This design comes from an exercise in tuning for small area and a short achievable clock period on the open sky130 flow, not from production work.
The RTL was checked by simulation tests, not by an equivalence proof against the original design.

==> trial 45 <==
// sin_cos
module sin_cos (
  input clock, input [15:0] angle, output [15:0] cos, output [15:0] sin);
reg e0_0; always @(posedge clock) e0_0 <= angle[15];
reg e0_1; always @(posedge clock) e0_1 <= e0_0;
reg e0_2; always @(posedge clock) e0_2 <= e0_1;
reg e0_3; always @(posedge clock) e0_3 <= e0_2;
reg e0_4; always @(posedge clock) e0_4 <= e0_3;
reg e0_5; always @(posedge clock) e0_5 <= e0_4;
reg e0_6; always @(posedge clock) e0_6 <= e0_5;
reg e0_7; always @(posedge clock) e0_7 <= e0_6;
reg e0_8; always @(posedge clock) e0_8 <= e0_7;
reg e0_9; always @(posedge clock) e0_9 <= e0_8;
reg e0_10; always @(posedge clock) e0_10 <= e0_9;
reg e0_11; always @(posedge clock) e0_11 <= e0_10;
reg e0_12; always @(posedge clock) e0_12 <= e0_11;
reg e0_13; always @(posedge clock) e0_13 <= e0_12;
reg e1_1; always @(posedge clock) e1_1 <= e1_0;
reg e1_2; always @(posedge clock) e1_2 <= e1_1;
reg e1_3; always @(posedge clock) e1_3 <= e1_2;
reg e1_4; always @(posedge clock) e1_4 <= e1_3;
reg e1_5; always @(posedge clock) e1_5 <= e1_4;
reg e1_6; always @(posedge clock) e1_6 <= e1_5;
reg e1_7; always @(posedge clock) e1_7 <= e1_6;
reg e1_8; always @(posedge clock) e1_8 <= e1_7;
reg e1_9; always @(posedge clock) e1_9 <= e1_8;
reg e1_10; always @(posedge clock) e1_10 <= e1_9;
reg e1_11; always @(posedge clock) e1_11 <= e1_10;
reg e1_12; always @(posedge clock) e1_12 <= e1_11;
reg e1_13; always @(posedge clock) e1_13 <= e1_12;
reg e2_2; always @(posedge clock) e2_2 <= e2_1;
reg e2_3; always @(posedge clock) e2_3 <= e2_2;
reg e2_4; always @(posedge clock) e2_4 <= e2_3;
reg e2_5; always @(posedge clock) e2_5 <= e2_4;
reg e2_6; always @(posedge clock) e2_6 <= e2_5;
reg e2_7; always @(posedge clock) e2_7 <= e2_6;
reg e2_8; always @(posedge clock) e2_8 <= e2_7;
reg e2_9; always @(posedge clock) e2_9 <= e2_8;
reg e2_10; always @(posedge clock) e2_10 <= e2_9;
reg e2_11; always @(posedge clock) e2_11 <= e2_10;
reg e2_12; always @(posedge clock) e2_12 <= e2_11;
  ...
Settings: LEC_CHECK=0, ABC_AREA=1, CAP_MARGIN=20, CORE_MARGIN=2, CORE_UTILIZATION=40, SETUP_SLACK_MARGIN=3.9, SLEW_MARGIN=20; clock period 6.5 ns.
run.sh (not shown) runs the stock make flow with config.mk's settings and CLKGATE_MAP_FILE= SYNTH_SCRIPT=/design/flow/synth_recipe.tcl, a recipe that flattens the netlist after the stock synthesis.
==> trial 77: changes against trial 45 <==
Settings changed: CORE_UTILIZATION 40 to 55, CTS_BUF_LIST set to sky130_fd_sc_hd__clkbuf_16, CTS_CLUSTER_DIAMETER set to 80, CTS_CLUSTER_SIZE set to 24.
==> qor summary <==
| item | trial 77 | trial 45 |
|---|---|---|
| Crit path setup slack, layout | 3900 ps | 3830 ps |
| Largest fanout on the critical path | 15 | 18 |
| Count of fill cells added during filler insertion | 7713 | 11500 |
| Status | timing/DRC/antenna clean | timing/DRC/antenna clean |
| CTS resizes | 105 | 112 |
| Fraction of area in clock buffers and inverters | 2.95% | 6.20% |
| Wire length on met2 | 61.3 mm | 61.4 mm |
| Die boundary width | 294 um | 344 um |
| Length in cells of the worst reg-to-reg path | 8 | 4 |
| CTS Buf Count | 47 | 91 |
| Reg2Reg Capture Point | ps_h1[15] | ps_h1[19] |
| Total iterations of the first detailed-routing run | 8 | 9 |
| Area grow syn2layout | 7.72% | 12.8% |
| Hold path startpoint | e6_12 | e1_8 |
| Met1 global-route usage | 36.5% | 27.1% |
| Final GP Congestion | 0.965 | 0.978 |


==> build 75 <==
Starting RTL as in the previous note.
Settings: LEC_CHECK=0, ABC_AREA=1, CAP_MARGIN=20, CORE_MARGIN=2, CORE_UTILIZATION=40, CTS_BUF_LIST=sky130_fd_sc_hd__clkbuf_16, CTS_CLUSTER_DIAMETER=80, CTS_CLUSTER_SIZE=24, SETUP_SLACK_MARGIN=3.9, SLEW_MARGIN=20; clock period 6.5 ns.
==> build 14 (differences from build 75) <==
--- a/flow/config.mk
+++ b/flow/config.mk
@@ -12,4 +12,4 @@
 export CTS_BUF_LIST = sky130_fd_sc_hd__clkbuf_16
-export CTS_CLUSTER_DIAMETER = 80
-export CTS_CLUSTER_SIZE = 24
+export CTS_CLUSTER_DIAMETER = 100
+export CTS_CLUSTER_SIZE = 30
 export SETUP_SLACK_MARGIN = 3.9
==> summary of the runs <==
Of build 75 and build 14, build 75 has the higher fmax (gap 2.4%, measured against build 14).
In critical path depth, build 14 and build 75 do not differ.
In wire length, build 14 and build 75 hardly differ.
Against build 75, the non-clock buffer count of build 14 is higher by 2.
==> figures <==
Outcome: build 14 finished clean; build 75 finished clean
Slew @ Worst Pin: build 14 910 ps; build 75 944 ps
Per-cell via count in the routed design: build 14 5.38; build 75 5.37
Register share of the cell area: build 14 0.327; build 75 0.326
Highest Signal Layer: build 14 met5; build 75 met4
Hold Crit Start: build 14 e1_11; build 75 e1_12
Crit path max fanout: build 14 23; build 75 16
Clock buffers created by TritonCTS: build 14 39; build 75 49


==> inputs of trial 42 <==
sin_cos, a different RTL version from the one above (not shown whole).
## sin_cos
module sin_cos (
  input clock, input [15:0] angle, output [15:0] cos, output [15:0] sin);
clock: 6.5 ns
lec_check: 0
abc_area: 1
cap_margin: 20
core_margin: 2
core_utilization: 70
cts_buf_list: sky130_fd_sc_hd__clkbuf_16
cts_cluster_diameter: 80
cts_cluster_size: 24
setup_slack_margin: 4.0
slew_margin: 20
==> build 88 (differences from trial 42) <==
==> flow/config.mk (replaced) <==
export PLATFORM = sky130hd
export DESIGN_NAME = sin_cos
export DESIGN_NICKNAME = sin_cos
export VERILOG_FILES = /design/flow/design.v
export SDC_FILE = /design/flow/constraint.sdc
export NUM_CORES = 4
export LEC_CHECK = 0
export ABC_AREA = 1
export CAP_MARGIN = 20
export CORE_MARGIN = 2
export CORE_UTILIZATION = 40
export CTS_BUF_LIST = sky130_fd_sc_hd__clkbuf_16
export CTS_CLUSTER_DIAMETER = 80
export CTS_CLUSTER_SIZE = 24
export SETUP_SLACK_MARGIN = 3.9
export SLEW_MARGIN = 20
==> trial 37 (differences from trial 42) <==
==> flow/config.mk (replaced) <==
export PLATFORM = sky130hd
export DESIGN_NAME = sin_cos
export DESIGN_NICKNAME = sin_cos
export VERILOG_FILES = /design/flow/design.v
export SDC_FILE = /design/flow/constraint.sdc
export NUM_CORES = 4
export LEC_CHECK = 0
export ABC_AREA = 1
export CAP_MARGIN = 20
export CORE_MARGIN = 2
export CORE_UTILIZATION = 60
export CTS_BUF_LIST = sky130_fd_sc_hd__clkbuf_16
export CTS_CLUSTER_DIAMETER = 80
export CTS_CLUSTER_SIZE = 24
export SETUP_SLACK_MARGIN = 4.0
export SLEW_MARGIN = 20
==> trial 95 (differences from trial 42) <==
--- a/flow/design.v
+++ b/flow/design.v
@@ -161,130 +161,130 @@
   7'd6: x7n = 17'd57344;
   7'd7: x7n = 17'd8192;
   7'd8: x7n = 17'd65536;
   7'd9: x7n = 17'd57344;
   7'd10: x7n = 17'd61440;
   7'd11: x7n = 17'd20480;
   7'd12: x7n = 17'd63488;
   7'd13: x7n = 17'd38912;
-  7'd14: x7n = 17'd63488;
-  7'd15: x7n = 17'd63488;
+  7'd14: x7n = 17'd51200;
+  7'd15: x7n = 17'd0;
   7'd16: x7n = 17'd65536;
   7'd17: x7n = 17'd61440;
   7'd18: x7n = 17'd63488;
   7'd19: x7n = 17'd26624;
   7'd20: x7n = 17'd64512;
   7'd21: x7n = 17'd44032;
   7'd22: x7n = 17'd54272;
   7'd23: x7n = 17'd1536;
   7'd24: x7n = 17'd65024;
   7'd25: x7n = 17'd52736;
   7'd26: x7n = 17'd58880;
   7'd27: x7n = 17'd14080;
   7'd28: x7n = 17'd61952;
   7'd29: x7n = 17'd33408;
-  7'd30: x7n = 17'd61952;
-  7'd31: x7n = 17'd61952;
+  7'd30: x7n = 17'd47680;
+  7'd31: x7n = 17'd0;
   7'd32: x7n = 17'd65536;
   7'd33: x7n = 17'd63488;
   7'd34: x7n = 17'd64512;
   7'd35: x7n = 17'd29696;
   7'd36: x7n = 17'd65024;
   7'd37: x7n = 17'd46592;
   7'd38: x7n = 17'd55808;
   7'd39: x7n = 17'd4864;
   7'd40: x7n = 17'd65280;
   7'd41: x7n = 17'd55040;
   7'd42: x7n = 17'd60160;
   7'd43: x7n = 17'd17280;
   7'd44: x7n = 17'd62720;
   7'd45: x7n = 17'd36160;
-  7'd46: x7n = 17'd62720;
-  7'd47: x7n = 17'd62720;
+  7'd46: x7n = 17'd49440;
+  7'd47: x7n = 17'd0;
   7'd48: x7n = 17'd65408;
   7'd49: x7n = 17'd59264;
   7'd50: x7n = 17'd62336;
   7'd51: x7n = 17'd23488;
   7'd52: x7n = 17'd63872;
   7'd53: x7n = 17'd41376;
-  7'd54: x7n = 17'd63872;
-  7'd55: x7n = 17'd63872;
+  7'd54: x7n = 17'd52624;
+  7'd55: x7n = 17'd0;
   7'd56: x7n = 17'd64640;
   7'd57: x7n = 17'd50320;
   7'd58: x7n = 17'd57480;
   7'd59: x7n = 17'd10840;
   7'd60: x7n = 17'd61060;
   7'd61: x7n = 17'd30580;
-  7'd62: x7n = 17'd61060;
-  7'd63: x7n = 17'd61060;
+  7'd62: x7n = 17'd45820;
+  7'd63: x7n = 17'd0;
   7'd64: x7n = 17'd65536;
   7'd65: x7n = 17'd64512;
   7'd66: x7n = 17'd65024;
   7'd67: x7n = 17'd31232;
   7'd68: x7n = 17'd65280;
   7'd69: x7n = 17'd47872;
   7'd70: x7n = 17'd56576;
   7'd71: x7n = 17'd6528;
   7'd72: x7n = 17'd65408;
   7'd73: x7n = 17'd56192;
   7'd74: x7n = 17'd60800;
   7'd75: x7n = 17'd18880;
   7'd76: x7n = 17'd63104;
   7'd77: x7n = 17'd37536;
-  7'd78: x7n = 17'd63104;
-  7'd79: x7n = 17'd63104;
+  7'd78: x7n = 17'd50320;
+  7'd79: x7n = 17'd0;
   7'd80: x7n = 17'd65472;
   7'd81: x7n = 17'd60352;
   7'd82: x7n = 17'd62912;
   7'd83: x7n = 17'd25056;
   7'd84: x7n = 17'd64192;
   7'd85: x7n = 17'd42704;
-  7'd86: x7n = 17'd64192;
-  7'd87: x7n = 17'd64192;
+  7'd86: x7n = 17'd53448;
+  7'd87: x7n = 17'd0;
   7'd88: x7n = 17'd64832;
   7'd89: x7n = 17'd51528;
   7'd90: x7n = 17'd58180;
   7'd91: x7n = 17'd12460;
   7'd92: x7n = 17'd61506;
   7'd93: x7n = 17'd31994;
-  7'd94: x7n = 17'd61506;
-  7'd95: x7n = 17'd61506;
+  7'd94: x7n = 17'd46750;
+  7'd95: x7n = 17'd0;
   7'd96: x7n = 17'd65504;
   7'd97: x7n = 17'd62432;
   7'd98: x7n = 17'd63968;
   7'd99: x7n = 17'd28144;
   7'd100: x7n = 17'd64736;
   7'd101: x7n = 17'd45288;
   7'd102: x7n = 17'd55012;
   7'd103: x7n = 17'd3196;
   7'd104: x7n = 17'd65120;
   7'd105: x7n = 17'd53860;
   7'd106: x7n = 17'd59490;
   7'd107: x7n = 17'd15670;
   7'd108: x7n = 17'd62305;
   7'd109: x7n = 17'd34765;
-  7'd110: x7n = 17'd62305;
-  7'd111: x7n = 17'd62305;
+  7'd110: x7n = 17'd48535;
+  7'd111: x7n = 17'd0;
   7'd112: x7n = 17'd65312;
   7'd113: x7n = 17'd58146;
   7'd114: x7n = 17'd61729;
   7'd115: x7n = 17'd21907;
   7'd116: x7n = 17'd63521;
   7'd117: x7n = 17'd40027;
-  7'd118: x7n = 17'd63521;
-  7'd119: x7n = 17'd63521;
+  7'd118: x7n = 17'd51774;
+  7'd119: x7n = 17'd0;
   7'd120: x7n = 17'd64417;
   7'd121: x7n = 17'd49087;
   7'd122: x7n = 17'd56752;
   7'd123: x7n = 17'd9214;
-  7'd124: x7n = 17'd64417;
-  7'd125: x7n = 17'd64417;
-  7'd126: x7n = 17'd64417;
-  7'd127: x7n = 17'd64417;
+  7'd124: x7n = 17'd60584;
+  7'd125: x7n = 17'd29150;
+  7'd126: x7n = 17'd44867;
+  7'd127: x7n = 17'd0;
   default: x7n = 17'd0;
 endcase
 always @* case ({e6_5, e5_5, e4_5, e3_5, e2_5, e1_5, e0_5})
   7'd0: y7n = 17'd0;
   7'd1: y7n = 17'd65536;
   7'd2: y7n = 17'd32768;
   7'd3: y7n = 17'd98304;
   7'd4: y7n = 17'd16384;
@@ -292,130 +292,130 @@
   7'd6: y7n = 17'd49152;
   7'd7: y7n = 17'd106496;
   7'd8: y7n = 17'd8192;
   7'd9: y7n = 17'd73728;
   7'd10: y7n = 17'd40960;
   7'd11: y7n = 17'd102400;
   7'd12: y7n = 17'd24576;
   7'd13: y7n = 17'd88064;
-  7'd14: y7n = 17'd24576;
-  7'd15: y7n = 17'd24576;
+  7'd14: y7n = 17'd56320;
+  7'd15: y7n = 17'd107520;
   7'd16: y7n = 17'd4096;
   7'd17: y7n = 17'd69632;
   7'd18: y7n = 17'd36864;
   7'd19: y7n = 17'd100352;
   7'd20: y7n = 17'd20480;
   7'd21: y7n = 17'd84992;
   7'd22: y7n = 17'd52736;
   7'd23: y7n = 17'd107008;
   7'd24: y7n = 17'd12288;
   7'd25: y7n = 17'd77312;
   7'd26: y7n = 17'd44800;
   7'd27: y7n = 17'd103680;
   7'd28: y7n = 17'd28544;
   7'd29: y7n = 17'd90496;
-  7'd30: y7n = 17'd28544;
-  7'd31: y7n = 17'd28544;
+  7'd30: y7n = 17'd59520;
+  7'd31: y7n = 17'd107520;
   7'd32: y7n = 17'd2048;
   7'd33: y7n = 17'd67584;
   7'd34: y7n = 17'd34816;
   7'd35: y7n = 17'd99328;
   7'd36: y7n = 17'd18432;
   7'd37: y7n = 17'd83456;
   7'd38: y7n = 17'd50944;
   7'd39: y7n = 17'd106752;
   7'd40: y7n = 17'd10240;
   7'd41: y7n = 17'd75520;
   7'd42: y7n = 17'd42880;
   7'd43: y7n = 17'd103040;
   7'd44: y7n = 17'd26560;
   7'd45: y7n = 17'd89280;
-  7'd46: y7n = 17'd26560;
-  7'd47: y7n = 17'd26560;
+  7'd46: y7n = 17'd57920;
+  7'd47: y7n = 17'd107520;
   7'd48: y7n = 17'd6144;
   7'd49: y7n = 17'd71552;
   7'd50: y7n = 17'd38848;
   7'd51: y7n = 17'd101184;
   7'd52: y7n = 17'd22496;
   7'd53: y7n = 17'd86368;
-  7'd54: y7n = 17'd22496;
-  7'd55: y7n = 17'd22496;
+  7'd54: y7n = 17'd54432;
+  7'd55: y7n = 17'd107056;
   7'd56: y7n = 17'd14320;
   7'd57: y7n = 17'd78960;
   7'd58: y7n = 17'd46640;
   7'd59: y7n = 17'd104120;
   7'd60: y7n = 17'd30480;
   7'd61: y7n = 17'd91540;
-  7'd62: y7n = 17'd30480;
-  7'd63: y7n = 17'd30480;
+  7'd62: y7n = 17'd61010;
+  7'd63: y7n = 17'd107520;
   7'd64: y7n = 17'd1024;
   7'd65: y7n = 17'd66560;
   7'd66: y7n = 17'd33792;
   7'd67: y7n = 17'd98816;
   7'd68: y7n = 17'd17408;
   7'd69: y7n = 17'd82688;
   7'd70: y7n = 17'd50048;
   7'd71: y7n = 17'd106624;
   7'd72: y7n = 17'd9216;
   7'd73: y7n = 17'd74624;
   7'd74: y7n = 17'd41920;
   7'd75: y7n = 17'd102720;
   7'd76: y7n = 17'd25568;
   7'd77: y7n = 17'd88672;
-  7'd78: y7n = 17'd25568;
-  7'd79: y7n = 17'd25568;
+  7'd78: y7n = 17'd57120;
+  7'd79: y7n = 17'd107520;
   7'd80: y7n = 17'd5120;
   7'd81: y7n = 17'd70592;
   7'd82: y7n = 17'd37856;
   7'd83: y7n = 17'd100768;
   7'd84: y7n = 17'd21488;
   7'd85: y7n = 17'd85680;
-  7'd86: y7n = 17'd21488;
-  7'd87: y7n = 17'd21488;
+  7'd86: y7n = 17'd53584;
+  7'd87: y7n = 17'd107032;
   7'd88: y7n = 17'd13304;
   7'd89: y7n = 17'd78136;
   7'd90: y7n = 17'd45720;
   7'd91: y7n = 17'd103900;
   7'd92: y7n = 17'd29512;
   7'd93: y7n = 17'd91018;
-  7'd94: y7n = 17'd29512;
-  7'd95: y7n = 17'd29512;
+  7'd94: y7n = 17'd60265;
+  7'd95: y7n = 17'd107520;
   7'd96: y7n = 17'd3072;
   7'd97: y7n = 17'd68576;
   7'd98: y7n = 17'd35824;
   7'd99: y7n = 17'd99792;
   7'd100: y7n = 17'd19448;
   7'd101: y7n = 17'd84184;
   7'd102: y7n = 17'd51816;
   7'd103: y7n = 17'd106828;
   7'd104: y7n = 17'd11260;
   7'd105: y7n = 17'd76380;
   7'd106: y7n = 17'd43820;
   7'd107: y7n = 17'd103310;
   7'd108: y7n = 17'd27540;
   7'd109: y7n = 17'd89845;
-  7'd110: y7n = 17'd27540;
-  7'd111: y7n = 17'd27540;
+  7'd110: y7n = 17'd58692;
+  7'd111: y7n = 17'd107520;
   7'd112: y7n = 17'd7166;
   7'd113: y7n = 17'd72478;
   7'd114: y7n = 17'd39822;
   7'd115: y7n = 17'd101551;
   7'd116: y7n = 17'd23494;
   7'd117: y7n = 17'd87014;
-  7'd118: y7n = 17'd23494;
-  7'd119: y7n = 17'd23494;
+  7'd118: y7n = 17'd55254;
+  7'd119: y7n = 17'd107056;
   7'd120: y7n = 17'd15330;
   7'd121: y7n = 17'd79746;
   7'd122: y7n = 17'd47538;
   7'd123: y7n = 17'd104289;
-  7'd124: y7n = 17'd15330;
-  7'd125: y7n = 17'd15330;
-  7'd126: y7n = 17'd15330;
-  7'd127: y7n = 17'd15330;
+  7'd124: y7n = 17'd31434;
+  7'd125: y7n = 17'd92017;
+  7'd126: y7n = 17'd61725;
+  7'd127: y7n = 17'd107520;
   default: y7n = 17'd0;
 endcase
 reg [16:0] x7, y7;
 always @(posedge clock) begin x7 <= x7n; y7 <= y7n; end
 wire ax7_1 = x7[0] & ~(e7_6 & y7[7]);
 wire ax7_2 = x7[1] & ~(e7_6 & y7[8]);
 wire ax7_3 = x7[2] & ~(e7_6 & y7[9]);
 wire ax7_4 = x7[3] & ~(e7_6 & y7[10]);
@@ -2173,130 +2173,130 @@
   7'd6: gn = 16'd56861;
   7'd7: gn = 16'd40206;
   7'd8: gn = 16'd65030;
   7'd9: gn = 16'd45982;
   7'd10: gn = 16'd58162;
   7'd11: gn = 16'd41126;
   7'd12: gn = 16'd63085;
   7'd13: gn = 16'd44607;
-  7'd14: gn = 16'd63085;
-  7'd15: gn = 16'd63085;
+  7'd14: gn = 16'd56422;
+  7'd15: gn = 16'd39896;
   7'd16: gn = 16'd65410;
   7'd17: gn = 16'd46251;
   7'd18: gn = 16'd58502;
   7'd19: gn = 16'd41366;
   7'd20: gn = 16'd63453;
   7'd21: gn = 16'd44868;
   7'd22: gn = 16'd56752;
   7'd23: gn = 16'd40129;
   7'd24: gn = 16'd64905;
   7'd25: gn = 16'd45894;
   7'd26: gn = 16'd58051;
   7'd27: gn = 16'd41047;
   7'd28: gn = 16'd62964;
   7'd29: gn = 16'd44521;
-  7'd30: gn = 16'd62964;
-  7'd31: gn = 16'd62964;
+  7'd30: gn = 16'd56314;
+  7'd31: gn = 16'd39819;
   7'd32: gn = 16'd65502;
   7'd33: gn = 16'd46316;
   7'd34: gn = 16'd58584;
   7'd35: gn = 16'd41425;
   7'd36: gn = 16'd63542;
   7'd37: gn = 16'd44931;
   7'd38: gn = 16'd56832;
   7'd39: gn = 16'd40185;
   7'd40: gn = 16'd64997;
   7'd41: gn = 16'd45958;
   7'd42: gn = 16'd58132;
   7'd43: gn = 16'd41105;
   7'd44: gn = 16'd63053;
   7'd45: gn = 16'd44584;
-  7'd46: gn = 16'd63053;
-  7'd47: gn = 16'd63053;
+  7'd46: gn = 16'd56393;
+  7'd47: gn = 16'd39875;
   7'd48: gn = 16'd65377;
   7'd49: gn = 16'd46227;
   7'd50: gn = 16'd58472;
   7'd51: gn = 16'd41345;
   7'd52: gn = 16'd63421;
   7'd53: gn = 16'd44845;
-  7'd54: gn = 16'd63421;
-  7'd55: gn = 16'd63421;
+  7'd54: gn = 16'd56723;
+  7'd55: gn = 16'd40108;
   7'd56: gn = 16'd64872;
   7'd57: gn = 16'd45870;
   7'd58: gn = 16'd58021;
   7'd59: gn = 16'd41026;
   7'd60: gn = 16'd62932;
   7'd61: gn = 16'd44498;
-  7'd62: gn = 16'd62932;
-  7'd63: gn = 16'd62932;
+  7'd62: gn = 16'd56285;
+  7'd63: gn = 16'd39798;
   7'd64: gn = 16'd65528;
   7'd65: gn = 16'd46335;
   7'd66: gn = 16'd58607;
   7'd67: gn = 16'd41441;
   7'd68: gn = 16'd63568;
   7'd69: gn = 16'd44949;
   7'd70: gn = 16'd56854;
   7'd71: gn = 16'd40201;
   7'd72: gn = 16'd65023;
   7'd73: gn = 16'd45977;
   7'd74: gn = 16'd58155;
   7'd75: gn = 16'd41121;
   7'd76: gn = 16'd63078;
   7'd77: gn = 16'd44602;
-  7'd78: gn = 16'd63078;
-  7'd79: gn = 16'd63078;
+  7'd78: gn = 16'd56415;
+  7'd79: gn = 16'd39891;
   7'd80: gn = 16'd65403;
   7'd81: gn = 16'd46246;
   7'd82: gn = 16'd58495;
   7'd83: gn = 16'd41361;
   7'd84: gn = 16'd63446;
   7'd85: gn = 16'd44863;
-  7'd86: gn = 16'd63446;
-  7'd87: gn = 16'd63446;
+  7'd86: gn = 16'd56745;
+  7'd87: gn = 16'd40124;
   7'd88: gn = 16'd64898;
   7'd89: gn = 16'd45889;
   7'd90: gn = 16'd58044;
   7'd91: gn = 16'd41042;
   7'd92: gn = 16'd62957;
   7'd93: gn = 16'd44516;
-  7'd94: gn = 16'd62957;
-  7'd95: gn = 16'd62957;
+  7'd94: gn = 16'd56307;
+  7'd95: gn = 16'd39814;
   7'd96: gn = 16'd65495;
   7'd97: gn = 16'd46311;
   7'd98: gn = 16'd58577;
   7'd99: gn = 16'd41420;
   7'd100: gn = 16'd63535;
   7'd101: gn = 16'd44926;
   7'd102: gn = 16'd56825;
   7'd103: gn = 16'd40180;
   7'd104: gn = 16'd64990;
   7'd105: gn = 16'd45953;
   7'd106: gn = 16'd58125;
   7'd107: gn = 16'd41100;
   7'd108: gn = 16'd63046;
   7'd109: gn = 16'd44579;
-  7'd110: gn = 16'd63046;
-  7'd111: gn = 16'd63046;
+  7'd110: gn = 16'd56386;
+  7'd111: gn = 16'd39870;
   7'd112: gn = 16'd65370;
   7'd113: gn = 16'd46222;
   7'd114: gn = 16'd58465;
   7'd115: gn = 16'd41340;
   7'd116: gn = 16'd63414;
   7'd117: gn = 16'd44840;
-  7'd118: gn = 16'd63414;
-  7'd119: gn = 16'd63414;
+  7'd118: gn = 16'd56716;
+  7'd119: gn = 16'd40103;
   7'd120: gn = 16'd64865;
   7'd121: gn = 16'd45865;
   7'd122: gn = 16'd58014;
   7'd123: gn = 16'd41021;
-  7'd124: gn = 16'd64865;
-  7'd125: gn = 16'd64865;
-  7'd126: gn = 16'd64865;
-  7'd127: gn = 16'd64865;
+  7'd124: gn = 16'd62925;
+  7'd125: gn = 16'd44493;
+  7'd126: gn = 16'd56278;
+  7'd127: gn = 16'd39793;
   default: gn = 16'd0;
 endcase
 reg [15:0] g14; always @(posedge clock) g14 <= gn;
 wire [17:0] g3n = {2'b00, g14} + {1'b0, g14, 1'b0};
 reg [15:0] gm; reg [17:0] g3m; always @(posedge clock) begin gm <= g14; g3m <= g3n; end
 reg [5:0] pc_d1, pc_d2, pc_d3, pc_d4, pc_dn;
 always @(posedge clock) begin
   pc_d1 <= {pc_e5[0], pc_e4[0], pc_e3[0], pc_e2[0], pc_e1[0], pc_e0[0]};
==> flow/config.mk (replaced) <==
export PLATFORM = sky130hd
export DESIGN_NAME = sin_cos
export DESIGN_NICKNAME = sin_cos
export VERILOG_FILES = /design/flow/design.v
export SDC_FILE = /design/flow/constraint.sdc
export NUM_CORES = 4
export LEC_CHECK = 0
export ABC_AREA = 1
export CAP_MARGIN = 20
export CORE_MARGIN = 2
export CORE_UTILIZATION = 55
export CTS_BUF_LIST = sky130_fd_sc_hd__clkbuf_16
export CTS_CLUSTER_DIAMETER = 80
export CTS_CLUSTER_SIZE = 24
export SETUP_SLACK_MARGIN = 3.9
export SLEW_MARGIN = 20
==> summary.txt <==
- In build 88 the die area is higher than in trial 95, by about 36%.
- Between build 88 and trial 95, the lower synthesized cell count is in build 88 (gap about 1.7%, measured against trial 95).
- The highest clock skew belongs to trial 37, the lowest to build 88.
- The highest non-clock buffer count belongs to trial 37, the lowest to trial 95.
- Of trial 95 and build 88, trial 95 has the higher area after synthesis (gap about 0.9%, measured against build 88).
- The lowest register-to-register slack belongs to trial 95, the highest to trial 37.
- The lowest utilization belongs to build 88, the highest to trial 42.
- The highest worst setup slack belongs to trial 37, the lowest to trial 95.
- Cell count: build 88 > trial 95 > trial 37 > trial 42.
- Sequential share of layout area, lowest first: trial 37, trial 95, build 88, trial 42.
==> figures <==
item	build 88	trial 37	trial 42	trial 95
Status	timing/DRC/antenna clean	timing/DRC/antenna clean	timing/DRC/antenna clean	timing/DRC/antenna clean
Flop2flop setup slack	3880 ps	3980 ps	3960 ps	3820 ps
Worst EP required	7040 ps	7030 ps	7030 ps	7020 ps
Post-synthesis cell count	5311	5311	5311	5404
Max Fanout on Critical Path	6	15	16	18
Destination of the critical timing path	ps_h1[14]$_DFF_P_	pc_h1[19]$_DFF_P_	pc_h1[12]$_DFF_P_	pc_h1[19]$_DFF_P_
Post-synthesis adder-cell area fraction	18.4%	18.4%	18.4%	18.3%
Standard cell with the maximum stage delay on the critical path	sky130_fd_sc_hd__dfxtp_2	sky130_fd_sc_hd__dfxtp_1	sky130_fd_sc_hd__dfxtp_1	sky130_fd_sc_hd__dfxtp_1
WL met3	8740 um	10100 um	12600 um	9160 um
Fraction of area in registers	33.5%	33.2%	33.5%	33.4%
Tap cell count	1500	969	855	1070
Cell type with the highest occurrence count on the critical path	sky130_fd_sc_hd__buf_4	sky130_fd_sc_hd__fa_1	sky130_fd_sc_hd__fa_1	sky130_fd_sc_hd__fa_1
Number of vias per cell	5.31	5.85	6.15	5.75
Nets	5869	5925	5919	5953
Final routed wire length divided by cell count	17.7 um	19.3 um	20.4 um	19.6 um
Post-synthesis compound-gate area fraction	13.7%	13.7%	13.7%	14.2%
Clock buffers	47	47	45	48
Multiplexer share of the synthesized area	0.119%	0.119%	0.119%	0.118%
Buffer share of cell area	2.40%	3.42%	3.34%	2.45%
Cell Count, Final, Fillers Out	6818	6343	6217	6473

-- afterwards: timing with drivers on the ports --
The flow's constraints put no driver on any port. The routed layouts listed below were extracted and timed again, unchanged, in two steps.
Step 1 assumes that a clkbuf_16 drives the clock port and a buf_2 every other input.
Step 2 moves the port delays by t, midway between the first and last clock arrival at a register: inputs arrive t later, outputs are due t later. That takes back most of the time a late clock gives input paths.
Three values: ideal ports, drivers, drivers and shift; two values: the first two.
run	shift t [ns]	slack for setup (ns)	worst hold slack (ns)	worst setup path after step 2	worst data-port slew with drivers (ns)
trial 45	0.740	3.834 / 3.834 / 3.487	0.323 / 0.323 / 0.323	input to register	0.03
trial 77	0.688	3.898 / 3.888 / 3.466	0.327 / 0.327 / 0.327	input to register	0.03
build 75	0.728	3.881 / 3.881 / 3.484	0.328 / 0.328 / 0.328	input to register	0.03
build 14	0.700	3.819 / 3.819 / 3.470	0.310 / 0.310 / 0.310	input to register	0.03
trial 42	0.705	3.957 / 3.945 / 3.512	0.323 / 0.323 / 0.323	input to register	0.05
build 88	0.721	3.877 / 3.877 / 3.436	0.323 / 0.323 / 0.323	input to register	0.03
trial 37	0.689	3.978 / 3.963 / 3.500	0.303 / 0.303 / 0.303	input to register	0.04
trial 95	0.706	3.824 / 3.824 / 3.504	0.330 / 0.330 / 0.330	input to register	0.04
After both steps setup and hold are still met in every run listed. The setup slack of trial 37, which loses most, moves by -0.015 ns with the drivers and by -0.478 ns with both steps.
